Background: an optimization exercise with open tools, aiming at small area. Do not read the settings as production practice.
At most, simulation tests tie the RTL to the original design; equivalence was not proved.
For run 3, only the layout was checked, not whether the RTL still works.
Power is estimated from default activity; no workload was simulated.

<file path="design/flow/run.sh">
#!/bin/bash
# synth_recipe.tcl (not shown) runs the flow's synth.tcl, then flattens the netlist and writes it again
# the make line also repeats each setting of config.mk as NAME=value (left out here)
make -C /OpenROAD-flow-scripts/flow DESIGN_CONFIG=/design/flow/config.mk WORK_HOME=/design/flow/orfs CLKGATE_MAP_FILE= SYNTH_SCRIPT=/design/flow/synth_recipe.tcl finish
</file>
<file path="design/flow/design.v">
module fifo_rx_ring #(
  parameter DW = 19
) (
  input               clk,
  input               rst_n,
  input               w_req,       
  input               new_word,    
  output              unfull,
  input  [DW-1:0]     din,
  input               r_req,
  output              unempty,
  output [DW-1:0]     data_o
);
reg [DW*33-1:0] ring;      
reg [5:0]       hr;        
reg [5:0]       tr;        
reg             pend;      
wire [5:0] hr1 = (hr == 6'd32) ? 6'd0 : hr + 6'd1;
wire [5:0] tr1 = (tr == 6'd32) ? 6'd0 : tr + 6'd1;
assign unempty = (hr != tr);
assign unfull  = (tr != hr1);
wire do_w = w_req & unfull;
wire do_r = r_req & unempty;
wire ins = pend && (w_req ? (tr == 6'd32) : (tr1 == 6'd32));
always @(posedge clk) begin
  ring <= {ring[DW*32-1:0], ins ? din : ring[DW*33-1 -: DW]};
end
always @(posedge clk) begin
  if (new_word)
    pend <= 1'b1;
  else if (ins)
    pend <= 1'b0;
end
always @(posedge clk) begin
  if (!rst_n) begin
    hr <= 6'd0;
    tr <= 6'd0;
  end else begin
    if (!do_r) hr <= hr1;
    if (!do_w) tr <= tr1;
  end
end
wire bypass = pend && !w_req && (hr == tr1);
wire [32:0] rsel = 33'd1 << hr;
reg  [DW-1:0] rd;
integer j;
always @* begin
  rd = {DW{1'b0}};
  for (j = 0; j < 33; j = j + 1)
    rd = rd | ({DW{rsel[j]}} & ring[DW*j +: DW]);
end
assign data_o = bypass ? din : rd;
endmodule
module fifo_tx_ring #(
  parameter DW = 20
) (
  input               clk,
  input               rst_n,
  input               w_req,
  output              unfull,
  input  [DW-1:0]     din,
  input               r_req,
  output              unempty,
  output [DW-1:0]     data_o
);
reg [DW*33-1:0] ring;      
reg [5:0]       hr;        
reg [5:0]       tr;        
wire [5:0] hr1 = (hr == 6'd32) ? 6'd0 : hr + 6'd1;
wire [5:0] tr1 = (tr == 6'd32) ? 6'd0 : tr + 6'd1;
assign unempty = (hr != tr);
assign unfull  = (tr != hr1);
wire do_w = w_req & unfull;
wire do_r = r_req & unempty;
genvar i;
generate
  for (i = 0; i < 33; i = i + 1) begin : g_row
    wire [DW-1:0] prev = ring[DW*((i+32)%33) +: DW];
    if (i % 3 == 0) begin : g_ins
      always @(posedge clk)
        ring[DW*i +: DW] <= (tr == (i+32)%33) ? din : prev;
    end else begin : g_pass
      always @(posedge clk)
        ring[DW*i +: DW] <= prev;
    end
  end
endgenerate
always @(posedge clk) begin
  if (!rst_n) begin
    hr <= 6'd0;
    tr <= 6'd0;
  end else begin
    if (!do_r) hr <= hr1;
    if (!do_w) tr <= tr1;
  end
end
wire [32:0] rsel = 33'd1 << hr;
reg  [DW-1:0] rd;
integer j;
always @* begin
  rd = {DW{1'b0}};
  for (j = 0; j < 33; j = j + 1)
    rd = rd | ({DW{rsel[j]}} & ring[DW*j +: DW]);
end
assign data_o = rd;
endmodule
module axis_1553_decoder (
  input             aclk,
  input             arstn,
  output reg [18:0] m_data,
  output reg        m_valid,
  output            m_load,      
  input             m_ready,
  input      [1:0]  diff
);
  localparam [2:0] S_ERR  = 3'd0;
  localparam [2:0] S_WAIT = 3'd1;    
  localparam [2:0] S_CAP  = 3'd2;    
  localparam [2:0] S_RED  = 3'd3;
  localparam [2:0] S_PAR  = 3'd4;
  localparam [2:0] S_TRN  = 3'd5;    
  reg [2:0]  state;
  reg [39:0] win;          
  reg [5:0]  tc;           
  reg [6:0]  pc;           
  reg [3:0]  sk;           
  reg [1:0]  p_diff;
  reg        delay_bit;
  wire eq      = (diff[0] == diff[1]);
  wire pc_zero = (pc == 7'd0);
  wire tc_zero = (tc == 6'd0);
  wire in_wc   = (state == S_WAIT) || (state == S_CAP);
  wire sample  = (state == S_CAP) && (sk == 4'd5);
  wire sync_cmd  = (win[39:34] == 6'b000111);
  wire sync_data = (win[39:34] == 6'b111000);
  wire [15:0] wdata;
  genvar i;
  generate
    for (i = 0; i < 16; i = i + 1) begin : g_bits
      assign wdata[i] = win[2*i+2];
    end
  endgenerate
  always @(posedge aclk) begin
    if (!arstn) begin
      state <= S_ERR;
    end else begin
      case (state)
        S_WAIT: if (!eq && sk == 4'd0) state <= S_CAP;
        S_CAP: begin
          if (pc_zero)
            state <= S_WAIT;
          else if (tc_zero && (sync_cmd || sync_data))
            state <= S_RED;
        end
        S_RED:   state <= S_PAR;
        S_PAR:   state <= S_TRN;
        default: state <= S_WAIT;
      endcase
    end
  end
  always @(posedge aclk) begin
    if (!arstn || !in_wc || !eq)
      pc <= 7'd79;
    else if (!pc_zero)
      pc <= pc - 7'd1;
  end
  always @(posedge aclk) begin
    if (state == S_WAIT)
      delay_bit <= pc_zero;
  end
  always @(posedge aclk) begin
    p_diff <= (state == S_ERR) ? 2'b11 : diff;
    if (state == S_ERR)
      sk <= 4'd0;
    else if (in_wc && ((pc_zero && eq) || (!p_diff[0] && diff[0]) || (!p_diff[1] && diff[1])))
      sk <= 4'd0;
    else if (!((state == S_WAIT) && eq))
      sk <= (sk == 4'd9) ? 4'd0 : sk + 4'd1;
  end
  always @(posedge aclk) begin
    if (sample)
      win[39:1] <= win[38:0];
    if ((state == S_ERR) || (state == S_TRN) || ((state == S_CAP) && pc_zero && eq))
      win[0] <= 1'b0;
    else if (sample)
      win[0] <= p_diff[0];
  end
  always @(posedge aclk) begin
    if (state != S_CAP)
      tc <= 6'd39;
    else if (sample && !tc_zero)
      tc <= tc - 6'd1;
  end
  assign m_load = (state == S_TRN);
  always @(posedge aclk) begin
    if (state == S_TRN)
      m_data <= {win[39], delay_bit, (^wdata) ^ win[0], wdata};
  end
  always @(posedge aclk) begin
    if (state == S_TRN)
      m_valid <= 1'b1;
    else if (m_ready)
      m_valid <= 1'b0;
  end
endmodule
module axis_1553_encoder (
  input         aclk,
  input         arstn,
  input  [19:0] s_data,
  input         s_valid,
  output        s_ready,
  output [1:0]  diff,
  output        en_diff
);
  localparam [2:0] S_CAP   = 3'd0;    
  localparam [2:0] S_INV   = 3'd1;
  localparam [2:0] S_PARG  = 3'd2;
  localparam [2:0] S_PROC  = 3'd3;
  localparam [2:0] S_PAUSE = 3'd4;    
  localparam [2:0] S_TRN   = 3'd5;    
  reg [2:0]  state;
  reg [19:0] word;
  reg [2:0]  pc;
  reg [5:0]  q;         
  reg        en;
  assign s_ready = (state == S_CAP);
  always @(posedge aclk) begin
    if (state == S_CAP)
      word <= s_data;
  end
  always @(posedge aclk) begin
    if (!arstn) begin
      state <= S_CAP;
    end else begin
      case (state)
        S_CAP:   if (s_valid) state <= S_INV;
        S_INV:   state <= S_PARG;
        S_PARG:  state <= S_PROC;
        S_PROC:  state <= word[17] ? S_PAUSE : S_TRN;
        S_PAUSE: if (pc == 3'd0) state <= S_TRN;
        S_TRN:   if (q == 6'd0) state <= S_CAP;
        default: state <= S_CAP;
      endcase
    end
  end
  always @(posedge aclk) begin
    if (!arstn || state == S_TRN)
      pc <= 3'd7;
    else if (pc != 3'd0)
      pc <= pc - 3'd1;
  end
  always @(posedge aclk) begin
    en <= (state == S_TRN);
    if (state != S_TRN)
      q <= 6'd39;
    else if (en && q != 6'd0)
      q <= q - 6'd1;
  end
  wire sd = word[19];
  wire sc = word[18];
  wire [39:0] frame;
  assign frame[39:34] = {sd, sd, sd, sc, sc, sc};
  genvar i;
  generate
    for (i = 0; i < 16; i = i + 1) begin : g_bits
      assign frame[2*i+3] = ~word[i];
      assign frame[2*i+2] = word[i];
    end
  endgenerate
  assign frame[1] = ~word[16];
  assign frame[0] = word[16];
  wire bitv = frame[q];
  assign diff    = {en & ~bitv, en & bitv};
  assign en_diff = en;
endmodule
module Core_1553B
(
  input         clk,
  input         rst_n,
  input         r_fifo_rd,
  output        r_fifo_unempty,
  output [18:0] r_fifo_data,
  input         w_fifo_wd,
  output        w_fifo_unfull,
  input  [19:0] w_fifo_data,
  input  [1:0]  rx_1553,
  output [1:0]  tx_1553,
  output        en_tx_1553
);
wire [18:0] dec_data;
wire        dec_valid;
wire        dec_load;
wire        dec_ready;
wire [19:0] enc_data;
wire        enc_valid;
wire        enc_ready;
axis_1553_decoder mil1553_decoder (
  .aclk    (clk),
  .arstn   (rst_n),
  .m_data  (dec_data),
  .m_valid (dec_valid),
  .m_load  (dec_load),
  .m_ready (dec_ready),
  .diff    (rx_1553)
);
fifo_rx_ring #(.DW(19)) decoder_fifo (
  .clk     (clk),
  .rst_n   (rst_n),
  .w_req   (dec_valid),
  .new_word(dec_load),
  .unfull  (dec_ready),
  .din     (dec_data),
  .r_req   (r_fifo_rd),
  .unempty (r_fifo_unempty),
  .data_o  (r_fifo_data)
);
axis_1553_encoder mil1553_encoder (
  .aclk    (clk),
  .arstn   (rst_n),
  .s_data  (enc_data),
  .s_valid (enc_valid),
  .s_ready (enc_ready),
  .diff    (tx_1553),
  .en_diff (en_tx_1553)
);
fifo_tx_ring #(.DW(20)) encoder_fifo (
  .clk     (clk),
  .rst_n   (rst_n),
  .w_req   (w_fifo_wd),
  .unfull  (w_fifo_unfull),
  .din     (w_fifo_data),
  .r_req   (enc_ready),
  .unempty (enc_valid),
  .data_o  (enc_data)
);
endmodule
module APB_Slave_Interface (
  input      APB_CLK,
  input      APB_RESETn,
  input      APB_SEL,
  input      APB_ENABLE,
  output     APB_READY,
  output     access_done     
);
localparam [1:0] First  = 2'd0;
localparam [1:0] Second = 2'd1;
localparam [1:0] Third  = 2'd2;
reg [1:0] APBState;
always @(posedge APB_CLK or negedge APB_RESETn) begin
  if (!APB_RESETn) begin
    APBState <= First;
  end else begin
    case (APBState)
      First:   if (APB_SEL) APBState <= Second;
      Second:  if (APB_ENABLE) APBState <= Third;
      default: APBState <= First;
    endcase
  end
end
assign APB_READY   = (APBState == Third);
assign access_done = (APBState == Third);
endmodule
module Top_1553B_APB
(
  APB_CLK,
  APB_RESETn,
  APB_RDATA,
  APB_READY,
  APB_SLVERR,
  APB_STRB,
  APB_PROT,
  APB_ADDR,
  APB_ENABLE,
  APB_WRITE,
  APB_WDATA,
  APB_SEL,
  rx0_1553,
  tx0_1553,
  tx0_en,
  rx1_1553,
  tx1_1553,
  tx1_en
);
input          APB_CLK;
input          APB_RESETn;
output [31:0]  APB_RDATA;
output         APB_READY;
output         APB_SLVERR;
input  [7:0]   APB_STRB;
input  [2:0]   APB_PROT;
input  [31:0]  APB_ADDR;
input          APB_ENABLE;
input          APB_WRITE;
input  [31:0]  APB_WDATA;
input          APB_SEL;
input     [1:0] rx0_1553;
output    [1:0] tx0_1553;
output    tx0_en;
input     [1:0] rx1_1553;
output    [1:0] tx1_1553;
output    tx1_en;
wire access_done;
APB_Slave_Interface APB_Inter_inst (
  .APB_CLK     (APB_CLK),
  .APB_RESETn  (APB_RESETn),
  .APB_SEL     (APB_SEL),
  .APB_ENABLE  (APB_ENABLE),
  .APB_READY   (APB_READY),
  .access_done (access_done)
);
assign APB_SLVERR = 1'b0;
wire sel_rx = (APB_ADDR[4:2] == 3'd2);
wire sel_tx = (APB_ADDR[4:2] == 3'd3);
wire        rx_unempty;
wire [18:0] rx_word;
wire        tx_unfull;
reg flag_q;
always @(posedge APB_CLK)
  flag_q <= APB_ADDR[2] ? tx_unfull : rx_unempty;
assign APB_RDATA[31]    = sel_rx & flag_q;
assign APB_RDATA[30:24] = 7'd0;
assign APB_RDATA[23]    = sel_rx & ~rx_word[18];
assign APB_RDATA[22]    = sel_rx &  rx_word[18];
assign APB_RDATA[21:19] = 3'd0;
assign APB_RDATA[18]    = sel_rx & rx_word[17];
assign APB_RDATA[17]    = 1'b0;
assign APB_RDATA[16:1]  = {16{sel_rx}} & rx_word[16:1];
assign APB_RDATA[0]     = (sel_rx & rx_word[0]) | (sel_tx & flag_q);
wire [19:0] tx_word;
assign tx_word[19]   = (APB_WDATA[23:21] == 3'b010);
assign tx_word[18]   = (APB_WDATA[23:21] == 3'b100);
assign tx_word[17]   = APB_WDATA[18];
assign tx_word[16]   = (^APB_WDATA[15:0]) ^ APB_WDATA[16];
assign tx_word[15:0] = APB_WDATA[15:0] ^ {16{APB_WDATA[17]}};
assign tx1_1553 = 2'b00;
assign tx1_en = 1'b0;
Core_1553B CoreOne_inst
(
  .clk              (APB_CLK),
  .rst_n            (APB_RESETn),
  .r_fifo_rd        (access_done & ~APB_WRITE & sel_rx),
  .r_fifo_unempty   (rx_unempty),
  .r_fifo_data      (rx_word),
  .w_fifo_wd        (access_done & APB_WRITE & sel_tx),
  .w_fifo_unfull    (tx_unfull),
  .w_fifo_data      (tx_word),
  .rx_1553          (rx0_1553),
  .tx_1553          (tx0_1553),
  .en_tx_1553       (tx0_en)
);
endmodule
</file>
<file path="design/flow/config.mk">
export PLATFORM = sky130hd
export DESIGN_NAME = Top_1553B_APB
export DESIGN_NICKNAME = Top_1553B_APB
export VERILOG_FILES = /design/flow/design.v
export SDC_FILE = /design/flow/constraint.sdc
export NUM_CORES = 4
export LEC_CHECK = 0
export CAP_MARGIN = 20
export CORE_MARGIN = 2
export CORE_UTILIZATION = 60
export CTS_CLUSTER_DIAMETER = 100
export CTS_CLUSTER_SIZE = 24
export SLEW_MARGIN = 20
</file>
<file path="design/flow/constraint.sdc">
create_clock -name core_clock -period 10.0 [get_ports {APB_CLK}]
set_input_delay 2.0000 -clock core_clock [delete_from_list [all_inputs] [get_ports {APB_CLK}]]
set_output_delay 2.0000 -clock core_clock [all_outputs]
set_load 0.01 [all_outputs]
</file>
==> flow_summary.json, run 1 <==
{
  "status": "complete, no violations",
  "gp_congestion": 0.928,
  "portBuffers": 56,
  "busiest_layer": "met2",
  "totalWireLength_mm": 135,
  "hold_viol": 0,
  "h-tree-depth": 3,
  "final_cell_mix": "dfxtp_1 (1347), a22oi_1 (420), nand2_1 (308)",
  "met3_usage_pct": 6.08,
  "synth_top_flop_cell": "dfxtp_1",
  "relSlewSlack_pct": 17.9,
  "maxSlewViolCount": 0,
  "cts_buffers": 69,
  "cp-end-kind": "output pin",
  "place_hpwl_mm": 83.0,
  "place_worst_setup_slack_ns": 3.56,
  "hold_path.startpoint": "CoreOne_inst.encoder_fifo.ring[381]",
  "syn2layout_area_growth_pct": 8.00,
  "comb_power_share_pct": 8.6,
  "setup_ws_ns": 2.81,
  "core_region_area_sq_um": 72600,
  "r2r_end": "CoreOne_inst.mil1553_encoder.word[8]",
  "p_leak_nw": 17.8,
  "sw_frac_of_total_pct": 25.1,
  "max_freq_mhz": 139,
  "skew_ns": 0.0235,
  "regToRegStartpoint": "CoreOne_inst.encoder_fifo.hr[4]",
  "hp-class": "flip-flop to flip-flop",
  "grt_max_degree": 43,
  "track_usage_pct": 35.6,
  "io_pins": 124,
  "rrSetupSlack_ns": 6.20,
  "layout-drive-gt1-share_pct": 7.95,
  "route.detailed.drc": 0,
  "cts-root-buf": "clkbuf_16",
  "grt_util_met2_pct": 59.6,
  "tritoncts": "built",
  "avgRoutedWirePerCell_um": 29.0,
  "route.vias.total": 30200,
  "mostFrequentLayoutCell": "dfxtp_1",
  "fin_area_sq_um": 47300,
  "tns_ns": 0,
  "worstSetupPathType": "flip-flop to output pin",
  "ir_worst_vdd_uv": 169,
  "fin_crit_sh_pct": 71.9,
  "ys_seq_elements": 1431,
  "start_util_pct": 60.3,
  "detail-route-antenna-nets": 0,
  "hold-path-endpoint": "CoreOne_inst.encoder_fifo.ring[401]",
  "path_clk_slew_ns": 0.09,
  "cts_setup_buffers": 0,
  "holdPathStages": 0,
  "reg2reg_depth": 8,
  "cts_buffer_depth": 3,
  "fin_crit_ns": 7.19,
  "cp-start-kind": "flip-flop",
  "critPathMaxStageDelay_ns": 1.05,
  "grt_pass1_vias": 29900,
  "critPathRequiredTime_ns": 8.00,
  "path_max_fanout": 40,
  "dr.pass1.iters": 8,
  "worst_path_max_delay_cell": "and2_1",
  "hold_buffers": 0,
  "insertion_delay_ns": 0.67,
  "finalSetupViolCount": 0,
  "seq_power_share_pct": 61.8,
  "vias_per_cell": 6.47,
  "syn_inst": 3733,
  "async_flop_share_pct": 0.140,
  "die_w_um": 274,
  "cp_cell_sequence": "buf_4, and3b_1, and2_1, a22oi_1, nand3_1, nor4_1, a21oi_1, clkdlybuf4s50_1",
  "die-area_sq_um": 75100,
  "syn_avg_cell_area_sq_um": 11.7,
  "ys_seq_area_share_pct": 67.3,
  "nNetsFinal": 3799,
  "total_power_w": 0.0105,
  "drt_iter0_markers": 3190,
  "dpl-instance-area_sq_um": 45300,
  "p_per_area_nw_per_um2": 222,
  "p_sw_w": 0.00263,
  "grt_pass1_wl_mm": 196,
  "clock-sinks": 1431,
  "power_frac_clock_pct": 29.6,
  "grt.overflow.total": 0,
  "antenna_found_initial": 0,
  "cts_resized": 0,
  "worstMarginPinSlew_ns": 1.23,
  "num_rows": 99,
  "synth_cell_types": 79,
  "drv_cap": 0,
  "synth.cell_area_sq_um": 43800,
  "synth_edf_count": 79,
  "holdWs_ns": 0.337,
  "die_y_um": 274,
  "ys_warn_count": 6,
  "rsz0062_at_grt": "false",
  "grtUsageMet1_pct": 43.0,
  "cp.arrival_ns": 5.19,
  "internal_power_w": 0.00787
}
[power by group through the flow]
stage          Sequential [W]  Combinational, W  Clock (W)
2_1_floorplan         0.00650          0.000561          0
3_3_place_gp          0.00659          0.000862          0
3_5_place_dp          0.00661          0.000880          0
4_1_cts               0.00648          0.000885    0.00313
5_1_grt               0.00653          0.000954    0.00333
6_report              0.00649          0.000902    0.00311
[synthesized netlist by cell type (all sizes together), types with 28 or more instances]
library cell,instances,area [sq um]
a21oi,67,335
a221oi,32,280
a22o,29,254
a22oi,420,3150
and2,30,188
and3,59,369
buf,46,255
clkbuf,223,837
dfxtp,1350,27000
edfxtp,79,2370
inv,31,116
mux2,36,405
mux2i,46,460
nand2,308,1160
nand3,85,425
nand4,74,463
nor2,110,413
nor2b,28,175
nor3,29,145
o21ai,263,1320
xnor2,64,561
xor2,28,245
[how the worst max path moves through the flow]
stage                                                     start  slack (ns)                                 end
after floorplan           CoreOne_inst.mil1553_decoder.state[2]        3.64  CoreOne_inst.mil1553_decoder.tc[5]
after global placement          CoreOne_inst.decoder_fifo.hr[0]        3.58                       APB_RDATA[14]
after detailed placement        CoreOne_inst.decoder_fifo.hr[0]        3.56                       APB_RDATA[14]
after CTS                       CoreOne_inst.decoder_fifo.hr[0]        2.83                       APB_RDATA[14]
after global routing            CoreOne_inst.decoder_fifo.hr[0]        2.75                        APB_RDATA[7]
final                           CoreOne_inst.decoder_fifo.hr[3]        2.81                        APB_RDATA[7]
[metal layers]
| metal | vias to the layer above | part of all wire [%] |
|---|---|---|
| li1 | 13300 | - |
| met1 | 14700 | 38 |
| met2 | 1672 | 47 |
| met3 | 530 | 8.0 |
| met4 | 0 | 7.1 |
| met5 | - | 0 |
[logic make-up (layout without fill, tap and decap cells)]
logic type / count (synthesis) / count (layout) / share of synthesized area [%]
compound gates: 931 / 931 / 14.6
xor+xnor: 92 / 92 / 1.84
fa+ha+maj: 23 / 23 / 0.657
buf+inv: 301 / 265 / 2.77
flops: 1431 / 1431 / 67.3
mux: 104 / 104 / 3.11
other cells: 1 / 16 / 0.00857
simple gates: 850 / 850 / 9.76
[layout make-up]
cell class	instances	area, sq um
timing repair buffer	143	1220
clock buffer	85	1870
clock inverter	5	55.1
fill	5656	25300
antenna	1	2.50
tap	959	1200
multi-input combinational	2015	13400
inverter	32	120
sequential	1431	29500
[registers in the layout (all words and copies together) (netlist names), 7 cells and up]
name and count:
CoreOne_inst.mil1553_decoder.pc 7, CoreOne_inst.decoder_fifo.ring 627, CoreOne_inst.mil1553_decoder.m_data 19, CoreOne_inst.mil1553_decoder.win 40
CoreOne_inst.mil1553_encoder.word 20, CoreOne_inst.encoder_fifo.ring 660
[through the flow]
stage	util (%)	cells
floorplan	-	3747
global placement	62.4	4578
detailed placement	62.5	4579
CTS	65.1	4669
global route	65.1	4670
finish	65.1	4671
[critical path, delay by kind of cell (launching register included)]
kind / cells / cell delay [ns]
compound gates: 2 / 0.56
buf+inv: 2 / 1.31
flops: 1 / 0.67
simple gates: 4 / 1.97
==> run 2, diff against run 1 <==
--- a/design/flow/config.mk
+++ b/design/flow/config.mk
@@ -10,4 +10,4 @@
 export CORE_UTILIZATION = 60
-export CTS_CLUSTER_DIAMETER = 100
-export CTS_CLUSTER_SIZE = 24
+export CTS_CLUSTER_DIAMETER = 80
+export CTS_CLUSTER_SIZE = 30
 export SLEW_MARGIN = 20
==> run 2 against run 1 <==
Sequential share of layout area rose by 0.45 points. Maximum frequency is 0.94% higher. First-iteration DRC count grew 7.2%. Die area did not move. Cell count fell by 0.39%. Sequential cell count unchanged. Area after synthesis is the same. Synthesized cell count stayed put. Critical path depth increased by 3. Count of clock-buffer cells in the layout down 18.
==> flow_summary.json, run 2 <==
{
  "detail-route-antenna-nets": 0,
  "relSlewSlack_pct": 21.6,
  "internal_power_w": 0.00763,
  "sw_frac_of_total_pct": 25.2,
  "max_freq_mhz": 140,
  "portBuffers": 56,
  "hp-class": "flip-flop to flip-flop",
  "finalSetupViolCount": 0,
  "rsz0062_at_grt": "false",
  "critPathRequiredTime_ns": 8.00,
  "maxSlewViolCount": 0,
  "worst_path_max_delay_cell": "or4b_1",
  "critPathMaxStageDelay_ns": 0.62,
  "yosysTopAreaCellShare_pct": 61.7,
  "io_pins": 124,
  "comb_power_share_pct": 8.8,
  "layout-drive-gt1-share_pct": 7.66,
  "cp-start-kind": "flip-flop",
  "die_w_um": 274,
  "p_per_area_nw_per_um2": 217,
  "multi_input_area_sq_um": 13400,
  "hold_viol": 0,
  "totalWireLength_mm": 135,
  "cts_setup_buffers": 0,
  "crit_path_frequent_cell": "buf_4",
  "gp_congestion": 0.928,
  "reg.largest.list": "CoreOne_inst.encoder_fifo.ring x660, CoreOne_inst.decoder_fifo.ring x627, CoreOne_inst.mil1553_decoder.win x40",
  "nFillCells": 5688,
  "grt_pass1_vias": 29700,
  "yosysTopAreaCell": "dfxtp_1",
  "cts_buffer_depth": 3,
  "ys_seq_area_share_pct": 67.3,
  "fin_util_pct": 64.7,
  "dr.pass1.iters": 6,
  "syn2layout_area_growth_pct": 7.22,
  "core_region_area_sq_um": 72600,
  "route.detailed.drc": 0,
  "ys_seq_elements": 1431,
  "worstMarginPinSlew_ns": 1.18,
  "insertion_delay_ns": 0.68,
  "worstSetupPathType": "flip-flop to output pin",
  "fin_crit_sh_pct": 71.2,
  "r2r_end": "CoreOne_inst.mil1553_encoder.word[8]",
  "skew_ns": 0.0269,
  "cp_cell_sequence": "inv_1, ha_1, and3b_1, buf_4, and2_1, buf_4, a2111oi_0, nand4_1, or4b_1, a21boi_0, clkdlybuf4s50_1",
  "p_sw_w": 0.00258,
  "mostFrequentLayoutCell": "dfxtp_1",
  "seqCellArea_sq_um": 29500,
  "die-area_sq_um": 75100,
  "yosys.cell_count.top_type": "dfxtp_1",
  "clock-sinks": 1431,
  "synthTopCellsByArea": "dfxtp_1 (62%), a22oi_1 (7.2%), edfxtp_1 (5.4%), o21ai_0 (3.0%), nand2_1 (2.6%)",
  "final_cell_mix": "dfxtp_1 (1347), a22oi_1 (420), nand2_1 (308)",
  "fin_area_sq_um": 46900,
  "crit_family": "simple AND/OR/NAND/NOR gates",
  "regToRegStartpoint": "CoreOne_inst.encoder_fifo.hr[0]",
  "path_max_fanout": 14,
  "antenna_found_initial": 2,
  "drt_iter0_markers": 3419,
  "nNetsFinal": 3784,
  "total_power_w": 0.0102,
  "async_flop_share_pct": 0.140,
  "cp-end-kind": "output pin",
  "drv_cap": 0,
  "num_rows": 99,
  "ys_warn_count": 6,
  "synth.cell_area_sq_um": 43800,
  "h-tree-depth": 2,
  "reg2reg_depth": 9,
  "place_worst_setup_slack_ns": 3.56,
  "ir_worst_vdd_uv": 196,
  "tns_ns": 0,
  "yosys-top-cells-count": "dfxtp_1 (1350), a22oi_1 (420), nand2_1 (308), o21ai_0 (262), clkbuf_1 (223)",
  "synth_top_flop_cell": "dfxtp_1",
  "fin_crit_ns": 7.12,
  "cts-root-buf": "clkbuf_16",
  "start_util_pct": 60.3,
  "power_frac_clock_pct": 27.6,
  "largest_register_ffs": 660,
  "startpoint": "CoreOne_inst.decoder_fifo.hr[0]",
  "path_clk_slew_ns": 0.12,
  "vias_per_cell": 6.46,
  "track_usage_pct": 35.3,
  "dpl-instance-area_sq_um": 45300,
  "worst-path-buf-inv": 4,
  "seq_power_share_pct": 63.5,
  "die_y_um": 274,
  "cp.arrival_ns": 5.12,
  "grt_pass1_wl_mm": 195,
  "setup_ws_ns": 2.88,
  "rrSetupSlack_ns": 6.27,
  "hold-path-endpoint": "CoreOne_inst.encoder_fifo.ring[111]",
  "avgRoutedWirePerCell_um": 28.9,
  "cts_buffers": 55,
  "hold_path.startpoint": "CoreOne_inst.encoder_fifo.ring[91]",
  "holdPathStages": 0,
  "p_leak_nw": 17.7,
  "cts_resized": 0,
  "top_register": "CoreOne_inst.encoder_fifo.ring",
  "syn_avg_cell_area_sq_um": 11.7,
  "syn_inst": 3733,
  "hold_buffers": 0,
  "tritoncts": "built",
  "status": "complete, no violations",
  "grt_max_degree": 43,
  "synth_edf_count": 79,
  "grt.overflow.total": 0,
  "place_hpwl_mm": 83.0,
  "synth_cell_types": 79,
  "route.vias.total": 30000
}
-- run 2: through the flow --
stage | instances | hold slack (ns)
after floorplan | 3747 | 0.323
final | 4653 | 0.328
after detailed placement | 4579 | 0.329
after CTS | 4652 | 0.336
after global routing | 4652 | 0.344
after global placement | 4578 | 0.325
-- run 2: per-layer routing --
layer | wire length, um | global-route usage, %
met1 | 51600 | 43.1
met2 | 63600 | 59.3
met3 | 10300 | 5.78
met4 | 9080 | 20.3
met5 | 23 | 0
-- run 2: cells by family (layout without fill, tap and decap cells) --
| group | after synthesis | in the layout | synth area share, % |
|---|---|---|---|
| muxes | 104 | 104 | 3.11 |
| adders and majority gates | 23 | 23 | 0.657 |
| DFF | 1431 | 1431 | 67.3 |
| AOI/OAI and AO/OA | 931 | 931 | 14.6 |
| xor gates and xnor gates | 92 | 92 | 1.84 |
| other | 1 | 16 | 0.00857 |
| and+or+nand+nor | 850 | 850 | 9.76 |
| buffers and inverters | 301 | 247 | 2.77 |
-- run 2: worst max-delay path by stage --
stage	slack, ns	depth (start not counted)	endpoint
floorplan	3.64	8	CoreOne_inst.mil1553_decoder.tc[5]
global placement	3.58	9	APB_RDATA[14]
detailed placement	3.56	9	APB_RDATA[14]
CTS	2.80	9	APB_RDATA[14]
global route	2.73	11	APB_RDATA[23]
finish	2.88	11	APB_RDATA[23]
-- run 2: cell type report --
class | instances | area share, %
Inverter | 32 | 0.256
Tap cell | 959 | 2.56
Sequential cell | 1431 | 62.8
Antenna cell | 1 | 0.00533
Clock inverter | 6 | 0.181
Multi-Input combinational cell | 2015 | 28.5
Clock buffer | 67 | 3.21
Timing Repair Buffer | 142 | 2.59
-- run 2: power groups by stage --
stage               clock [W]  sequential (W)  combinational (W)
global route          0.00304         0.00653           0.000952
detailed placement          0         0.00661           0.000880
floorplan                   0         0.00650           0.000561
CTS                   0.00283         0.00648           0.000885
finish                0.00282         0.00649           0.000900
global placement            0         0.00659           0.000862
==> run 3, diff against run 2 <==
--- a/design/flow/design.v
+++ b/design/flow/design.v
@@ -43,11 +43,3 @@
 wire bypass = pend && !w_req && (hr == tr1);
-wire [32:0] rsel = 33'd1 << hr;
-reg  [DW-1:0] rd;
-integer j;
-always @* begin
-  rd = {DW{1'b0}};
-  for (j = 0; j < 33; j = j + 1)
-    rd = rd | ({DW{rsel[j]}} & ring[DW*j +: DW]);
-end
-assign data_o = bypass ? din : rd;
+assign data_o = bypass ? din : ring[DW*hr +: DW];
 endmodule
@@ -96,11 +88,3 @@
 end
-wire [32:0] rsel = 33'd1 << hr;
-reg  [DW-1:0] rd;
-integer j;
-always @* begin
-  rd = {DW{1'b0}};
-  for (j = 0; j < 33; j = j + 1)
-    rd = rd | ({DW{rsel[j]}} & ring[DW*j +: DW]);
-end
-assign data_o = rd;
+assign data_o = ring[DW*hr +: DW];
 endmodule
--- a/design/flow/config.mk
+++ b/design/flow/config.mk
@@ -9,5 +9,3 @@
 export CORE_MARGIN = 2
-export CORE_UTILIZATION = 60
-export CTS_CLUSTER_DIAMETER = 80
-export CTS_CLUSTER_SIZE = 30
+export CORE_UTILIZATION = 40
 export SLEW_MARGIN = 20
==> run 3 against run 2 <==
Still clean on timing, DRC and antenna. Critical path depth fell by 1. Sequential cell count did not move. Worst setup slack got worse by 0.026 ns.
==> flow_summary.json, run 3 <==
{
  "gp_congestion": 0.757,
  "nFillCells": 9959,
  "avgRoutedWirePerCell_um": 19.3,
  "synth.cell_area_sq_um": 45600,
  "reg.largest.list": "CoreOne_inst.encoder_fifo.ring x660, CoreOne_inst.decoder_fifo.ring x627, CoreOne_inst.mil1553_decoder.win x40",
  "synth_top_flop_cell": "dfxtp_1",
  "path_clk_slew_ns": 0.06,
  "num_rows": 123,
  "start_util_pct": 40.4,
  "antennaDiodeCount": 0,
  "fin_crit_ns": 7.15,
  "grt.overflow.total": 0,
  "critPathRequiredTime_ns": 8.00,
  "vias_per_cell": 5.07,
  "synth_xor_area_share_pct": 1.82,
  "drt_iter0_markers": 1587,
  "insertion_delay_ns": 0.72,
  "yosys.cell_count.top_type": "dfxtp_1",
  "hold_buffers": 0,
  "worstMarginPinSlew_ns": 1.16,
  "critPathMaxStageDelay_ns": 0.85,
  "fin_crit_sh_pct": 71.5,
  "cp.arrival_ns": 5.15,
  "syn_inst": 3234,
  "track_usage_pct": 16.2,
  "relSlewSlack_pct": 22.4,
  "hold-path-endpoint": "CoreOne_inst.encoder_fifo.ring[113]",
  "fin_util_pct": 46.2,
  "cts_buffer_depth": 3,
  "finalSetupViolCount": 0,
  "synth_edf_count": 79,
  "place_hpwl_mm": 52.8,
  "core_region_area_sq_um": 113000,
  "yosysTopAreaCell": "dfxtp_1",
  "synthTopCellsByArea": "dfxtp_1 (59%), mux4_2 (18%), edfxtp_1 (5.2%), nand2_1 (2.8%), o21ai_0 (2.7%)",
  "hp-class": "flip-flop to flip-flop",
  "largest_register_ffs": 660,
  "syn2layout_area_growth_pct": 14.2,
  "die_y_um": 341,
  "cts_resized": 0,
  "holdPathStages": 0,
  "status": "complete, no violations",
  "portBuffers": 56,
  "nNetsFinal": 3365,
  "ys_seq_area_share_pct": 64.6,
  "ir_worst_vdd_uv": 179,
  "yosysTopAreaCellShare_pct": 59.3,
  "cts-root-buf": "clkbuf_16",
  "rsz0062_at_grt": "false",
  "detail-route-antenna-nets": 0,
  "regToRegStartpoint": "CoreOne_inst.encoder_fifo.hr[0]",
  "max_freq_mhz": 140,
  "reg2reg_depth": 6,
  "layout-drive-gt1-share_pct": 20.5,
  "p_leak_nw": 19.2,
  "route.vias.total": 24600,
  "final_cell_mix": "dfxtp_1 (1342), mux4_2 (357), nand2_1 (337)",
  "path_max_fanout": 27,
  "ys_seq_elements": 1431,
  "cts_setup_buffers": 0,
  "cp_cell_sequence": "inv_1, ha_1, nor4bb_1, o21ai_0, xor2_1, or4_2, buf_4, nor4b_1, nor3_1, clkdlybuf4s50_1",
  "worst_path_max_delay_cell": "or4_2",
  "synthAdderAreaFrac_pct": 0.467,
  "drv_cap": 0,
  "clock-sinks": 1431,
  "tns_ns": 0,
  "async_flop_share_pct": 0.140,
  "maxSlewViolCount": 0,
  "synth_cell_types": 76,
  "route.detailed.drc": 0,
  "h-tree-depth": 4,
  "die_w_um": 341,
  "hold_viol": 0,
  "io_pins": 124,
  "ys_warn_count": 6,
  "skew_ns": 0.0258,
  "hold_path.startpoint": "CoreOne_inst.encoder_fifo.ring[93]",
  "synthMuxAreaShare_pct": 18.9,
  "tritoncts": "built",
  "worstSetupPathType": "flip-flop to output pin",
  "synth_top_family_by_area": "multiplexers",
  "p_per_area_nw_per_um2": 255,
  "holdWs_ns": 0.327,
  "grt_max_degree": 118,
  "cp-end-kind": "output pin",
  "synth-simple-area-share_pct": 6.22,
  "syn_avg_cell_area_sq_um": 14.1,
  "top_register": "CoreOne_inst.encoder_fifo.ring",
  "grt_pass1_wl_mm": 148,
  "mostFrequentLayoutCell": "dfxtp_1",
  "cts_buffers": 135,
  "r2r_end": "CoreOne_inst.mil1553_encoder.word[6]",
  "die-area_sq_um": 117000,
  "cp-start-kind": "flip-flop",
  "antenna_found_initial": 2,
  "synth_compound_area_share_pct": 5.58,
  "yosys-top-cells-count": "dfxtp_1 (1350), mux4_2 (357), nand2_1 (337), o21ai_0 (243), clkbuf_1 (150)",
  "totalWireLength_mm": 93.7,
  "dr.pass1.iters": 5,
  "rrSetupSlack_ns": 6.03,
  "grt_pass1_vias": 25100
}
## run 3: changes by cell type after synthesis, moves of 22 or more
cell / delta
nand3_1: -52
mux2i_1: -22
a221oi_1: -29
mux4_2: +335
nand2_1: +29
nand4_1: -67
and3_1: -38
nor2_1: -39
a22oi_1: -375
clkbuf_1: -73
a22o_1: -27
## run 3: stage by stage
step	setup WS, ns	power [W]	cells	cell area (sq um)
2_1_floorplan	5.10	0.00794	3248	45600
4_1_cts	2.78	0.0134	4865	52000
5_1_grt	2.69	0.0139	4865	52000
3_5_place_dp	3.03	0.00838	4627	47600
6_report	2.85	0.0133	4865	52000
3_3_place_gp	3.03	0.00836	4627	47600
## run 3: per-layer routing
layer | up-vias | track usage, % | wire (um)
met5 | - | 0 | 0
li1 | 11700 | - | -
met4 | 0 | 4.64 | 1860
met1 | 12300 | 22.8 | 44800
met3 | 131 | 2.53 | 3720
met2 | 469 | 26.0 | 43300
## run 3: layout make-up
cell class                 instances  area [sq um]  area share [%]
timing repair buffer             102           931            1.79
tap                             1500          1880            3.61
multi-input combinational       1565         15200            29.2
clock inverter                    36           328           0.630
inverter                          29           109           0.209
sequential                      1431         29500            56.7
clock buffer                     202          4120            7.92
## run 3: logic make-up after synthesis
group	count (synthesis)
xor+xnor	94
mux	412
simple gates	597
other cells	1
buf+inv	252
compound gates	430
flops	1431
fa+ha+maj	17
## run 3: worst max path at each step
stage                     slack [ns]                             from  depth (start not counted)           end
after detailed placement        3.03                      APB_ADDR[3]                          6  APB_RDATA[6]
after floorplan                 5.10                      APB_ADDR[3]                          4  APB_RDATA[2]
after global placement          3.03                      APB_ADDR[3]                          6  APB_RDATA[6]
after CTS                       2.78  CoreOne_inst.decoder_fifo.tr[0]                         10  APB_RDATA[6]
final                           2.85  CoreOne_inst.decoder_fifo.tr[0]                         10  APB_RDATA[6]
after global routing            2.69  CoreOne_inst.decoder_fifo.tr[0]                         10  APB_RDATA[6]
## run 3: worst max-delay path, delay by kind of cell, from the launching register on
family	cells	cell delay (ns)
AO/OA/AOI/OAI	1	0.30
XOR/XNOR	1	0.19
adder cells (fa/ha/maj)	1	0.19
buffers and inverters	3	1.17
flip-flops	1	0.40
AND/OR/NAND/NOR	4	2.18
## run 3: report_power, final
part	leakage, nW	switching [W]	total [W]	internal [W]
clock network	2.20	0.00212	0.00505	0.00293
logic	5.13	0.000721	0.00165	0.000924
registers	11.9	0.000306	0.00659	0.00629
==> run 4, diff against run 3 <==
--- a/design/flow/design.v
+++ b/design/flow/design.v
@@ -43,3 +43,11 @@
 wire bypass = pend && !w_req && (hr == tr1);
-assign data_o = bypass ? din : ring[DW*hr +: DW];
+wire [32:0] rsel = 33'd1 << hr;
+reg  [DW-1:0] rd;
+integer j;
+always @* begin
+  rd = {DW{1'b0}};
+  for (j = 0; j < 33; j = j + 1)
+    rd = rd | ({DW{rsel[j]}} & ring[DW*j +: DW]);
+end
+assign data_o = bypass ? din : rd;
 endmodule
@@ -88,3 +96,11 @@
 end
-assign data_o = ring[DW*hr +: DW];
+wire [32:0] rsel = 33'd1 << hr;
+reg  [DW-1:0] rd;
+integer j;
+always @* begin
+  rd = {DW{1'b0}};
+  for (j = 0; j < 33; j = j + 1)
+    rd = rd | ({DW{rsel[j]}} & ring[DW*j +: DW]);
+end
+assign data_o = rd;
 endmodule
==> design/flow/flow/run.sh (new file) <==
#!/bin/bash
set -euo pipefail
W=$(pwd)

# synthesis script: the standard flow's, with the ABC call pointed at the area script
{
  cat <<'TCL'
proc abc {args} {
  set i [lsearch -exact $args -script]
  if {$i >= 0} { lset args [expr {$i + 1}] $::env(AREA_ABC_SCRIPT) }
  yosys abc {*}$args
}
TCL
  cat "$W/synth_recipe.tcl"
} > "$W/area_synth.tcl"
export AREA_ABC_SCRIPT="$W/flow/area.script"

# standard.sh with the synthesis script replaced
sed -E "s#SYNTH_SCRIPT=[^ ]+#SYNTH_SCRIPT=$W/area_synth.tcl#" "$W/standard.sh" > "$W/area_standard.sh"
grep -q "SYNTH_SCRIPT=$W/area_synth.tcl" "$W/area_standard.sh"

bash "$W/area_standard.sh" > "$W/flow_make.log" 2>&1
==> design/flow/flow/area.script (new file) <==
strash
&get -n
&st
&dch
&nf -R 1000
&put
topo
==> design/flow/standard.sh (new file) <==
#!/bin/bash
# synth_recipe.tcl (not shown) runs the flow's synth.tcl, then flattens the netlist and writes it again
# the make line also repeats each setting of config.mk as NAME=value (left out here)
make -C /OpenROAD-flow-scripts/flow DESIGN_CONFIG=/design/flow/config.mk WORK_HOME=/design/flow/orfs CLKGATE_MAP_FILE= SYNTH_SCRIPT=/design/flow/synth_recipe.tcl "${@:-finish}"
--- a/design/flow/config.mk
+++ b/design/flow/config.mk
@@ -9,3 +9,5 @@
 export CORE_MARGIN = 2
-export CORE_UTILIZATION = 40
+export CORE_UTILIZATION = 60
+export CTS_CLUSTER_DIAMETER = 100
+export CTS_CLUSTER_SIZE = 24
 export SLEW_MARGIN = 20
removed: design/flow/run.sh
==> run 4 against run 3 <==
Sequential power is 1% lower. Highest routed layer unchanged. Still clean on timing, DRC and antenna. Critical path type unchanged. Synthesized cell count is 1.7% lower. Critical endpoint is now APB_RDATA[7]. Utilization is 21 points higher.
==> flow_summary.json, run 4 <==
{
  "status": "complete, no violations",
  "num_rows": 96,
  "detail-route-antenna-nets": 0,
  "cts_buffer_depth": 3,
  "cts_setup_buffers": 0,
  "drv_cap": 0,
  "place_hpwl_mm": 60.8,
  "fin_area_sq_um": 45800,
  "ir_worst_vdd_uv": 178,
  "syn_avg_cell_area_sq_um": 13.1,
  "portBuffers": 56,
  "yosys-top-cells-count": "dfxtp_1 (1350), a221o_1 (527), nor2_1 (313), a21oi_1 (208), nand2_1 (176)",
  "cts_resized": 0,
  "worstMarginPinSlew_ns": 1.13,
  "largest_register_ffs": 660,
  "ys_seq_elements": 1431,
  "mostFrequentLayoutCell": "dfxtp_1",
  "fin_crit_ns": 9.30,
  "async_flop_share_pct": 0.140,
  "dpl-instance-area_sq_um": 43900,
  "grt_pass1_wl_mm": 143,
  "drt_iter0_markers": 1867,
  "antenna_found_initial": 2,
  "worstSetupPathType": "flip-flop to output pin",
  "avgRoutedWirePerCell_um": 21.4,
  "finalSetupViolCount": 0,
  "die_y_um": 267,
  "yosysTopAreaCellShare_pct": 65.1,
  "die_w_um": 267,
  "syn_inst": 3179,
  "tritoncts": "built",
  "totalWireLength_mm": 92.4,
  "io_pins": 124,
  "maxSlewViolCount": 0,
  "route.vias.total": 26100,
  "grt_max_degree": 43,
  "cp-end-kind": "output pin",
  "top_register": "CoreOne_inst.encoder_fifo.ring",
  "yosys.cell_count.top_type": "dfxtp_1",
  "h-tree-depth": 3,
  "skew_ns": 0.0186,
  "fin_crit_sh_pct": 93.0,
  "gp_congestion": 0.846,
  "grt.overflow.total": 0,
  "yosysTopAreaCell": "dfxtp_1",
  "start_util_pct": 60.6,
  "reg.largest.list": "CoreOne_inst.encoder_fifo.ring x660, CoreOne_inst.decoder_fifo.ring x627, CoreOne_inst.mil1553_decoder.win x40",
  "syn2layout_area_growth_pct": 10.2,
  "synth.cell_area_sq_um": 41500,
  "die-area_sq_um": 71300,
  "insertion_delay_ns": 0.63,
  "tns_ns": 0,
  "cp-start-kind": "flip-flop",
  "ys_warn_count": 6,
  "grt_pass1_vias": 26000,
  "ys_seq_area_share_pct": 70.9,
  "max_freq_mhz": 108,
  "p_leak_nw": 17.7,
  "core_region_area_sq_um": 68600,
  "vias_per_cell": 6.04,
  "cts-root-buf": "clkbuf_16",
  "cts_buffers": 69,
  "critPathRequiredTime_ns": 8.00,
  "hold_buffers": 0,
  "holdWs_ns": 0.338,
  "synthTopCellsByArea": "dfxtp_1 (65%), a221o_1 (13%), edfxtp_1 (5.7%), nor2_1 (2.8%), a21oi_1 (2.5%)",
  "cp.arrival_ns": 7.30,
  "p_per_area_nw_per_um2": 249,
  "dr.pass1.iters": 5,
  "layout-drive-gt1-share_pct": 5.88,
  "route.detailed.drc": 0,
  "track_usage_pct": 25.6,
  "synth_cell_types": 47,
  "hold_viol": 0,
  "synth_edf_count": 79,
  "synth_top_flop_cell": "dfxtp_1",
  "hp-class": "flip-flop to flip-flop",
  "clock-sinks": 1431,
  "nNetsFinal": 3472,
  "rsz0062_at_grt": "false",
  "final_cell_mix": "dfxtp_1 (1350), a221o_1 (527), nor2_1 (264)",
  "path_max_fanout": 19,
  "relSlewSlack_pct": 24.3,
  "path_clk_slew_ns": 0.09
}
-- run 4: per-stage QoR --
stage	util (%)	std cells	total power, W	worst slack (ns)
floorplan	-	3193	0.00793	2.45
detailed placement	63.9	4225	0.00850	1.40
finish	66.7	4316	0.0114	0.704
global placement	63.8	4223	0.00843	1.39
CTS	66.7	4315	0.0114	0.678
global route	66.7	4315	0.0119	0.387
-- run 4: cells by family (layout without fill, tap and decap cells) --
kind of cell	count (synthesis)	count (layout)	synth area share, %
flip-flops	1431	1431	70.9
AO/OA/AOI/OAI	902	902	18.1
AND/OR/NAND/NOR	639	639	6.53
XOR/XNOR	97	97	2.05
buffers and inverters	47	238	0.560
multiplexers	39	39	1.15
adder cells (fa/ha/maj)	23	23	0.693
other	1	16	0.00903
-- run 4: path summary, 6_finish.rpt --
| kind | from | to | slack (ns) | depth (start not counted) |
|---|---|---|---|---|
| min in group asynchronous | APB_RESETn | APB_Inter_inst.APBState[1] | 1.71 | 2 |
| max | CoreOne_inst.decoder_fifo.hr[3] | APB_RDATA[7] | 0.70 | 21 |
| max in group asynchronous | APB_RESETn | APB_Inter_inst.APBState[0] | 8.09 | 2 |
| min | CoreOne_inst.encoder_fifo.ring[98] | CoreOne_inst.encoder_fifo.ring[118] | 0.34 | 0 |
| max reg2reg | CoreOne_inst.encoder_fifo.hr[4] | CoreOne_inst.mil1553_encoder.word[14] | 3.68 | 19 |
| min reg2reg | CoreOne_inst.encoder_fifo.ring[98] | CoreOne_inst.encoder_fifo.ring[118] | 0.34 | 0 |
-- run 4: cell type report --
cell class	count	area [sq um]
repair buffers	116	1020
clock inverters	5	58.8
diodes	1	2.50
inverters	32	120
fillers	5155	22800
well taps	931	1160
multi-input cells	1715	12100
flip-flops and latches	1431	29400
clock buffers	85	1830
-- run 4: per-layer routing --
| metal | up-vias | share of wire (%) | GRT usage, % |
|---|---|---|---|
| li1 | 12500 | - | - |
| met1 | 12900 | 43 | 31.6 |
| met2 | 593 | 50 | 45.8 |
| met3 | 174 | 4.1 | 3.48 |
| met4 | 0 | 3.2 | 9.02 |
| met5 | - | 0 | 0 |
-- run 4: worst max-delay path: stages, from the launching register on --
cell	delay, ns
dfxtp_1	0.72
clkinv_1	0.29
nand3_1	0.28
nor2_2	0.26
a222oi_1	0.44
nand3_1	0.13
a221o_1	0.27
a221o_1	0.26
a221o_1	0.26
a221o_1	0.26
a221o_1	0.26
a221o_1	0.27
a221o_1	0.27
a221o_1	0.25
a221o_1	0.27
a221o_1	0.26
a221o_1	0.27
a221o_1	0.26
a221o_1	0.27
a221oi_1	0.36
a211oi_1	0.17
clkdlybuf4s50_1	0.58
-- run 4: report_power, final --
part	switching [W]	internal, W
Combinational	0.000906	0.000948
Sequential	0.000264	0.00626
Clock	0.00170	0.00131
==> run 5, diff against run 4 <==
--- a/design/flow/flow/run.sh
+++ b/design/flow/flow/run.sh
@@ -17,4 +17,5 @@
 
-# standard.sh with the synthesis script replaced
-sed -E "s#SYNTH_SCRIPT=[^ ]+#SYNTH_SCRIPT=$W/area_synth.tcl#" "$W/standard.sh" > "$W/area_standard.sh"
+# standard.sh with the synthesis script replaced,
+# and the port buffers made with the smallest buffer cell
+sed -E "s#SYNTH_SCRIPT=[^ ]+#SYNTH_SCRIPT=$W/area_synth.tcl 'BUFFER_PORTS_ARGS=-buffer_cell sky130_fd_sc_hd__buf_1'#" "$W/standard.sh" > "$W/area_standard.sh"
 grep -q "SYNTH_SCRIPT=$W/area_synth.tcl" "$W/area_standard.sh"
==> design/flow/flow/area.script (replaced) <==
strash
&get -n
&st
&dch
&nf -R 100
&put
topo
==> run 5 against run 4 <==
Non-clock buffer count up 4. First-iteration DRC count up 15%. Combinational power about the same. Critical path type unchanged. Largest cell class unchanged.
==> flow_summary.json, run 5 <==
{
  "route.vias.total": 26200,
  "final_cell_mix": "dfxtp_1 (1350), a221o_1 (527), nor2_1 (275)",
  "crit_path_frequent_cell": "a221o_1",
  "vias_per_cell": 6.08,
  "yosysTopAreaCell": "dfxtp_1",
  "async_flop_share_pct": 0.140,
  "h-tree-depth": 3,
  "synthTopCellsByArea": "dfxtp_1 (65%), a221o_1 (13%), edfxtp_1 (5.7%), nor2_1 (2.8%), a21oi_1 (2.5%)",
  "drt_iter0_markers": 2145,
  "critPathRequiredTime_ns": 8.00,
  "cp_cell_sequence": "or2_0, nor2_2, buf_4, a222oi_1, nand3_1, a221o_1, a221o_1, a221o_1, a221o_1, a221o_1, a221o_1, a221o_1, a221o_1, a221o_1, a221o_1, a221o_1, a221o_1, a221o_1, a221oi_1, a211oi_1, buf_1",
  "track_usage_pct": 26.7,
  "cts_buffer_depth": 3,
  "mostFrequentLayoutCell": "dfxtp_1",
  "die_w_um": 267,
  "holdPathStages": 0,
  "totalWireLength_mm": 95.7,
  "p_leak_nw": 17.6,
  "ir_worst_vdd_uv": 174,
  "instances_no_fill": 4318,
  "layout-drive-gt1-share_pct": 5.70,
  "synth.cell_area_sq_um": 41500,
  "cts-root-buf": "clkbuf_16",
  "startpoint": "CoreOne_inst.decoder_fifo.hr[4]",
  "clock-sinks": 1431,
  "regToRegStartpoint": "CoreOne_inst.encoder_fifo.hr[4]",
  "cts_buffers": 69,
  "avgRoutedWirePerCell_um": 22.2,
  "internal_power_w": 0.00853,
  "status": "complete, no violations",
  "reg2reg_depth": 19,
  "p_per_area_nw_per_um2": 251,
  "path_max_fanout": 19,
  "placed_cells": 4227,
  "synth_edf_count": 79,
  "core_region_area_sq_um": 68600,
  "finalSetupViolCount": 0,
  "syn_inst": 3179,
  "maxSlewViolCount": 0,
  "route.detailed.drc": 0,
  "tritoncts": "built",
  "drv_cap": 0,
  "grt_pass1_wl_mm": 148,
  "io_pins": 124,
  "cp.arrival_ns": 6.92,
  "fin_crit_ns": 8.92,
  "ys_seq_elements": 1431,
  "synth_cell_types": 47,
  "comb_power_share_pct": 16.3,
  "sw_frac_of_total_pct": 25.3,
  "hold_buffers": 0,
  "largest_register_ffs": 660,
  "cp-end-kind": "output pin",
  "insertion_delay_ns": 0.64,
  "yosys.cell_count.top_type": "dfxtp_1",
  "yosys-top-cells-count": "dfxtp_1 (1350), a221o_1 (527), nor2_1 (313), a21oi_1 (208), nand2_1 (176)",
  "hp-class": "flip-flop to flip-flop",
  "nNetsFinal": 3476,
  "syn2layout_area_growth_pct": 9.53,
  "r2r_end": "CoreOne_inst.mil1553_encoder.word[2]",
  "yosysTopAreaCellShare_pct": 65.1,
  "hold_viol": 0,
  "worstSetupPathType": "flip-flop to output pin",
  "rsz0062_at_grt": "false",
  "dr.pass1.iters": 5,
  "skew_ns": 0.0185,
  "power_frac_clock_pct": 26.6,
  "num_rows": 96,
  "worstMarginPinSlew_ns": 1.15,
  "gp_congestion": 0.833,
  "syn_avg_cell_area_sq_um": 13.1,
  "critPathMaxStageDelay_ns": 0.71,
  "cp-start-kind": "flip-flop",
  "rrSetupSlack_ns": 3.68,
  "nFillCells": 5169,
  "place_hpwl_mm": 61.2,
  "synth_top_flop_cell": "dfxtp_1",
  "tns_ns": 0,
  "die-area_sq_um": 71300,
  "seq_power_share_pct": 57.1,
  "crit_path_end": "APB_RDATA[6]",
  "path_clk_slew_ns": 0.09,
  "die_y_um": 267,
  "ys_seq_area_share_pct": 70.9,
  "reg.largest.list": "CoreOne_inst.encoder_fifo.ring x660, CoreOne_inst.decoder_fifo.ring x627, CoreOne_inst.mil1553_decoder.win x40",
  "ys_warn_count": 6,
  "grt.overflow.total": 0,
  "worst_path_max_delay_cell": "or2_0",
  "cts_setup_buffers": 0,
  "p_sw_w": 0.00289,
  "portBuffers": 56,
  "antenna_found_initial": 4,
  "fin_crit_sh_pct": 89.2,
  "max_freq_mhz": 112,
  "grt_max_degree": 43,
  "relSlewSlack_pct": 23.6,
  "top_register": "CoreOne_inst.encoder_fifo.ring",
  "start_util_pct": 60.6,
  "grt_pass1_vias": 26000,
  "cts_resized": 0,
  "detail-route-antenna-nets": 0
}
==> run 5: changes by cell type in the layout (fill, tap and decap cells not counted), sizes merged <==
cell / previous run / this run
clkdlybuf4s50: 56 / 0
buf: 60 / 120
inv: 3 / 2
clkbuf: 85 / 84
==> run 5: layout make-up <==
| class | count | area [sq um] | area share (%) |
|---|---|---|---|
| clock inverters | 4 | 52.6 | 0.116 |
| flip-flops and latches | 1431 | 29400 | 64.7 |
| clock buffers | 84 | 1870 | 4.11 |
| multi-input cells | 1715 | 12100 | 26.7 |
| well taps | 931 | 1160 | 2.56 |
| diodes | 1 | 2.50 | 0.00550 |
| repair buffers | 120 | 702 | 1.54 |
| inverters | 32 | 120 | 0.264 |
==> run 5: kinds of logic after synthesis <==
kind of cell / after synthesis / synth area share (%)
AOI/OAI and AO/OA: 902 / 18.1
adders and majority gates: 23 / 0.693
other: 1 / 0.00903
and+or+nand+nor: 639 / 6.53
DFF: 1431 / 70.9
buffers and inverters: 47 / 0.560
muxes: 39 / 1.15
xor gates and xnor gates: 97 / 2.05
==> run 5: worst min-delay path by stage <==
stage	from	end	slack (ns)
final	CoreOne_inst.decoder_fifo.ring[149]	CoreOne_inst.decoder_fifo.ring[168]	0.34
after floorplan	CoreOne_inst.decoder_fifo.ring[0]	CoreOne_inst.decoder_fifo.ring[19]	0.33
after global placement	CoreOne_inst.encoder_fifo.ring[375]	CoreOne_inst.encoder_fifo.ring[395]	0.33
after detailed placement	CoreOne_inst.encoder_fifo.ring[34]	CoreOne_inst.encoder_fifo.ring[54]	0.33
after CTS	CoreOne_inst.decoder_fifo.ring[149]	CoreOne_inst.decoder_fifo.ring[168]	0.34
after global routing	CoreOne_inst.decoder_fifo.ring[37]	CoreOne_inst.decoder_fifo.ring[56]	0.34
==> run 5: critical path: cells and delay by family (launching register included) <==
| family | cells | cell delay [ns] |
|---|---|---|
| flip-flops | 1 | 0.57 |
| buffers and inverters | 2 | 0.49 |
| AO/OA/AOI/OAI | 16 | 4.29 |
| AND/OR/NAND/NOR | 3 | 0.91 |
==> run 5: layer usage <==
metal,GRT usage (%),share of wire (%)
met5,0,0.014
met4,8.21,2.9
met3,3.04,4.1
met2,49.2,51
met1,32.6,42
==> run 5: power by group through the flow <==
stage | clock, W | sequential [W] | combinational, W
after global routing | 0.00330 | 0.00658 | 0.00202
after global placement | 0 | 0.00662 | 0.00180
final | 0.00303 | 0.00652 | 0.00186
after CTS | 0.00310 | 0.00652 | 0.00185
after detailed placement | 0 | 0.00665 | 0.00184
after floorplan | 0 | 0.00657 | 0.00136
==> run 5: stage by stage <==
step                      util, %  area (sq um)  setup slack, ns  hold WS, ns  power, W
after detailed placement     63.4         43500             1.79        0.335   0.00849
after global routing         66.3         45500            0.611        0.341    0.0119
after global placement       63.3         43400             1.85        0.334   0.00843
final                        66.3         45500             1.08        0.342    0.0114
after CTS                    66.2         45400             1.08        0.341    0.0115
after floorplan                 -         41600             2.45        0.330   0.00793
==> run 6, diff against run 5 <==
--- a/design/flow/design.v
+++ b/design/flow/design.v
@@ -17,2 +17,3 @@
 reg             pend;      
+reg [DW-1:0]    rd_cap;
 wire [5:0] hr1 = (hr == 6'd32) ? 6'd0 : hr + 6'd1;
@@ -42,12 +43,20 @@
 end
-wire bypass = pend && !w_req && (hr == tr1);
-wire [32:0] rsel = 33'd1 << hr;
-reg  [DW-1:0] rd;
-integer j;
+reg [DW-1:0] tap;
+reg          at_tap;
+integer k;
 always @* begin
-  rd = {DW{1'b0}};
-  for (j = 0; j < 33; j = j + 1)
-    rd = rd | ({DW{rsel[j]}} & ring[DW*j +: DW]);
+  tap    = {DW{1'b0}};
+  at_tap = 1'b0;
+  for (k = 0; k < 11; k = k + 1)
+    if (hr == 3*k) begin
+      tap    = tap | ring[DW*3*k +: DW];
+      at_tap = 1'b1;
+    end
+end
+always @(posedge clk) begin
+  if (at_tap)
+    rd_cap <= tap;
 end
-assign data_o = bypass ? din : rd;
+wire head_is_din = !w_req && (hr == tr1);
+assign data_o = head_is_din ? din : (at_tap ? tap : rd_cap);
 endmodule
@@ -63,11 +72,13 @@
   output              unempty,
-  output [DW-1:0]     data_o
+  output [DW-1:0]     tap_data,    
+  output              tap_hit
 );
-reg [DW*33-1:0] ring;      
+reg [DW*34-1:0] ring;      
 reg [5:0]       hr;        
 reg [5:0]       tr;        
-wire [5:0] hr1 = (hr == 6'd32) ? 6'd0 : hr + 6'd1;
-wire [5:0] tr1 = (tr == 6'd32) ? 6'd0 : tr + 6'd1;
+wire [5:0] hr1 = (hr == 6'd33) ? 6'd0 : hr + 6'd1;
+wire [5:0] hr2 = (hr == 6'd32) ? 6'd0 : (hr == 6'd33) ? 6'd1 : hr + 6'd2;
+wire [5:0] tr1 = (tr == 6'd33) ? 6'd0 : tr + 6'd1;
 assign unempty = (hr != tr);
-assign unfull  = (tr != hr1);
+assign unfull  = (tr != hr2);      
 wire do_w = w_req & unfull;
@@ -76,7 +87,7 @@
 generate
-  for (i = 0; i < 33; i = i + 1) begin : g_row
-    wire [DW-1:0] prev = ring[DW*((i+32)%33) +: DW];
+  for (i = 0; i < 34; i = i + 1) begin : g_row
+    wire [DW-1:0] prev = ring[DW*((i+33)%34) +: DW];
     if (i % 3 == 0) begin : g_ins
       always @(posedge clk)
-        ring[DW*i +: DW] <= (tr == (i+32)%33) ? din : prev;
+        ring[DW*i +: DW] <= (tr == (i+33)%34) ? din : prev;
     end else begin : g_pass
@@ -96,11 +107,16 @@
 end
-wire [32:0] rsel = 33'd1 << hr;
-reg  [DW-1:0] rd;
-integer j;
+reg [DW-1:0] tap;
+reg          hit;
+integer k;
 always @* begin
-  rd = {DW{1'b0}};
-  for (j = 0; j < 33; j = j + 1)
-    rd = rd | ({DW{rsel[j]}} & ring[DW*j +: DW]);
+  tap = {DW{1'b0}};
+  hit = 1'b0;
+  for (k = 0; k < 12; k = k + 1)
+    if (hr == (3*k+33)%34) begin
+      tap = tap | ring[DW*3*k +: DW];
+      hit = 1'b1;
+    end
 end
-assign data_o = rd;
+assign tap_data = tap;
+assign tap_hit  = hit;
 endmodule
@@ -208,3 +224,4 @@
   input         arstn,
-  input  [19:0] s_data,
+  input  [19:0] s_data,      
+  input         s_data_hit,
   input         s_valid,
@@ -226,6 +243,8 @@
   assign s_ready = (state == S_CAP);
+  wire take = s_data_hit && (state == S_INV || state == S_PARG || state == S_PROC);
   always @(posedge aclk) begin
-    if (state == S_CAP)
+    if (take)
       word <= s_data;
   end
+  wire wait_bit = s_data_hit ? s_data[17] : word[17];
   always @(posedge aclk) begin
@@ -238,3 +257,3 @@
         S_PARG:  state <= S_PROC;
-        S_PROC:  state <= word[17] ? S_PAUSE : S_TRN;
+        S_PROC:  state <= wait_bit ? S_PAUSE : S_TRN;
         S_PAUSE: if (pc == 3'd0) state <= S_TRN;
@@ -294,2 +313,3 @@
 wire [19:0] enc_data;
+wire        enc_hit;
 wire        enc_valid;
@@ -320,2 +340,3 @@
   .s_data  (enc_data),
+  .s_data_hit(enc_hit),
   .s_valid (enc_valid),
@@ -333,3 +354,4 @@
   .unempty (enc_valid),
-  .data_o  (enc_data)
+  .tap_data(enc_data),
+  .tap_hit (enc_hit)
 );
==> design/flow/flow/area.script (replaced) <==
strash
&get -n
&st
&dch
&nf -R 20 -C 32 -F 8
&st
&dch
&nf -R 20 -C 32 -F 8
&put
topo
==> run 6 against run 5 <==
Still clean. Clock power rose by 3%. Sequential cell count increased by 39. Critical path depth down 11. Area after synthesis down 7.9%.
==> flow_summary.json, run 6 <==
{
  "yosysTopAreaCell": "dfxtp_1",
  "ys_warn_count": 6,
  "die_y_um": 256,
  "fin_util_pct": 66.4,
  "tns_ns": 0,
  "nFillCells": 4752,
  "top_register": "CoreOne_inst.encoder_fifo.ring",
  "cts_resized": 0,
  "cp-start-kind": "flip-flop",
  "hold_buffers": 0,
  "path_max_fanout": 38,
  "relSlewSlack_pct": 25.9,
  "dpl-instance-area_sq_um": 39900,
  "rsz0062_at_grt": "false",
  "largest_register_ffs": 680,
  "synth_cell_types": 53,
  "skew_ns": 0.0248,
  "h-tree-depth": 3,
  "async_flop_share_pct": 0.136,
  "track_usage_pct": 23.9,
  "critPathRequiredTime_ns": 8.00,
  "detail-route-antenna-nets": 0,
  "place_worst_setup_slack_ns": 4.01,
  "yosys-top-cells-count": "dfxtp_1 (1389), nor2_1 (268), a21oi_1 (209), o21ai_0 (111), nand2_1 (109)",
  "grt_pass1_wl_mm": 120,
  "cp_cell_sequence": "clkinv_1, ha_1, and3_1, buf_4, nor4_1, nand3_2, a21oi_1, o21ai_0, o21ai_0, buf_1",
  "syn_inst": 2790,
  "setup_ws_ns": 3.38,
  "cp-end-kind": "output pin",
  "avgRoutedWirePerCell_um": 20.6,
  "synth.cell_area_sq_um": 38300,
  "worstMarginPinSlew_ns": 1.11,
  "place_hpwl_mm": 44.6,
  "clock-sinks": 1470,
  "num_rows": 92,
  "status": "complete, no violations",
  "insertion_delay_ns": 0.64,
  "drv_cap": 0,
  "worst_path_max_delay_cell": "nand3_2",
  "route.detailed.drc": 0,
  "holdPathStages": 0,
  "seqCellArea_sq_um": 30200,
  "yosys.cell_count.top_type": "dfxtp_1",
  "nNetsFinal": 3064,
  "die_w_um": 256,
  "vias_per_cell": 5.47,
  "maxSlewViolCount": 0,
  "dr.pass1.iters": 6,
  "ir_worst_vdd_uv": 181,
  "totalWireLength_mm": 78.8,
  "grt.overflow.total": 0,
  "antennaDiodeCount": 0,
  "max_freq_mhz": 151,
  "multi_input_area_sq_um": 7940,
  "hold_viol": 0,
  "synth_edf_count": 79,
  "synthTopCellsByArea": "dfxtp_1 (73%), edfxtp_1 (6.2%), a21oi_1 (2.7%), a222oi_1 (2.7%), nor2_1 (2.6%)",
  "regToRegStartpoint": "CoreOne_inst.encoder_fifo.hr[0]",
  "antenna_found_initial": 0,
  "core_region_area_sq_um": 63100,
  "layout-drive-gt1-share_pct": 4.86,
  "die-area_sq_um": 65800,
  "cp.arrival_ns": 4.62,
  "startpoint": "CoreOne_inst.decoder_fifo.hr[0]",
  "reg.largest.list": "CoreOne_inst.encoder_fifo.ring x680, CoreOne_inst.decoder_fifo.ring x627, CoreOne_inst.mil1553_decoder.win x40",
  "portBuffers": 56,
  "cts-root-buf": "clkbuf_16",
  "worstSetupPathType": "flip-flop to output pin",
  "route.vias.total": 20900,
  "drt_iter0_markers": 1858,
  "crit_path_frequent_cell": "o21ai_0",
  "worst-path-buf-inv": 3,
  "critPathMaxStageDelay_ns": 0.82,
  "fin_area_sq_um": 41900,
  "reg2reg_depth": 11,
  "mostFrequentLayoutCell": "dfxtp_1",
  "cts_setup_buffers": 0,
  "io_pins": 124,
  "path_clk_slew_ns": 0.10,
  "cts_buffer_depth": 3,
  "syn_avg_cell_area_sq_um": 13.7,
  "crit_path_end": "APB_RDATA[0]",
  "p_per_area_nw_per_um2": 263,
  "cp.depth": 10,
  "ys_seq_elements": 1470,
  "grt_max_degree": 44,
  "synth_top_flop_cell": "dfxtp_1",
  "rrSetupSlack_ns": 5.92,
  "tritoncts": "built",
  "fin_crit_ns": 6.62,
  "holdWs_ns": 0.321,
  "finalSetupViolCount": 0,
  "start_util_pct": 60.6,
  "gp_congestion": 0.806,
  "hp-class": "flip-flop to flip-flop",
  "yosysTopAreaCellShare_pct": 72.7,
  "ys_seq_area_share_pct": 79.0,
  "cts_buffers": 71,
  "grt_pass1_vias": 20500,
  "p_leak_nw": 16.5,
  "syn2layout_area_growth_pct": 9.51,
  "crit_family": "simple AND/OR/NAND/NOR gates"
}
run 6: changes by cell type after synthesis, sizes merged, moves of 41 or more:
cell / before / now
a222oi: 40 / 102
nand3: 69 / 24
a22oi: 0 / 41
nor2: 313 / 268
a221o: 527 / 2
nand2: 176 / 109
run 6: report_power, final:
| part | total, W | switching, W | internal, W |
|---|---|---|---|
| logic | 0.000888 | 0.000571 | 0.000317 |
| registers | 0.00701 | 0.000314 | 0.00670 |
| clock network | 0.00312 | 0.00172 | 0.00139 |
run 6: how the worst min path moves through the flow:
stage | startpoint | endpoint | slack (ns)
finish | CoreOne_inst.decoder_fifo.ring[334] | CoreOne_inst.decoder_fifo.ring[353] | 0.32
global placement | CoreOne_inst.decoder_fifo.ring[428] | CoreOne_inst.decoder_fifo.ring[447] | 0.31
floorplan | CoreOne_inst.decoder_fifo.ring[81] | CoreOne_inst.decoder_fifo.ring[100] | 0.31
global route | CoreOne_inst.decoder_fifo.ring[279] | CoreOne_inst.decoder_fifo.ring[298] | 0.33
CTS | CoreOne_inst.decoder_fifo.ring[553] | CoreOne_inst.decoder_fifo.ring[572] | 0.32
detailed placement | CoreOne_inst.decoder_fifo.ring[251] | CoreOne_inst.decoder_fifo.ring[270] | 0.31
run 6: logic make-up (layout without fill, tap and decap cells):
family	after synthesis	in the layout	synth area share, %
other	1	15	0.00980
adder cells (fa/ha/maj)	21	21	0.687
AO/OA/AOI/OAI	551	551	9.51
XOR/XNOR	96	96	2.20
flip-flops	1470	1470	79.0
buffers and inverters	49	229	0.628
multiplexers	39	39	1.16
AND/OR/NAND/NOR	563	563	6.78
run 6: layer usage:
layer / share of wire, % / GRT usage, % / up-vias
met5: 0 / 0 / -
met4: 3.2 / 8.35 / 0
met3: 5.1 / 3.45 / 174
met2: 48 / 40.7 / 538
met1: 43 / 31.5 / 10100
li1: - / - / 10100
run 6: through the flow:
stage	std cells	total power (W)
after CTS	3830	0.0111
final	3830	0.0110
after global routing	3830	0.0115
after detailed placement	3732	0.00802
after floorplan	2804	0.00760
after global placement	3731	0.00797
run 6: cell type report:
cell class	instances	share of cell area [%]
Clock buffer	94	4.70
Clock inverter	4	0.111
Inverter	34	0.305
Multi-Input combinational cell	1285	18.9
Sequential cell	1470	72.2
Tap cell	846	2.53
Timing Repair Buffer	97	1.24
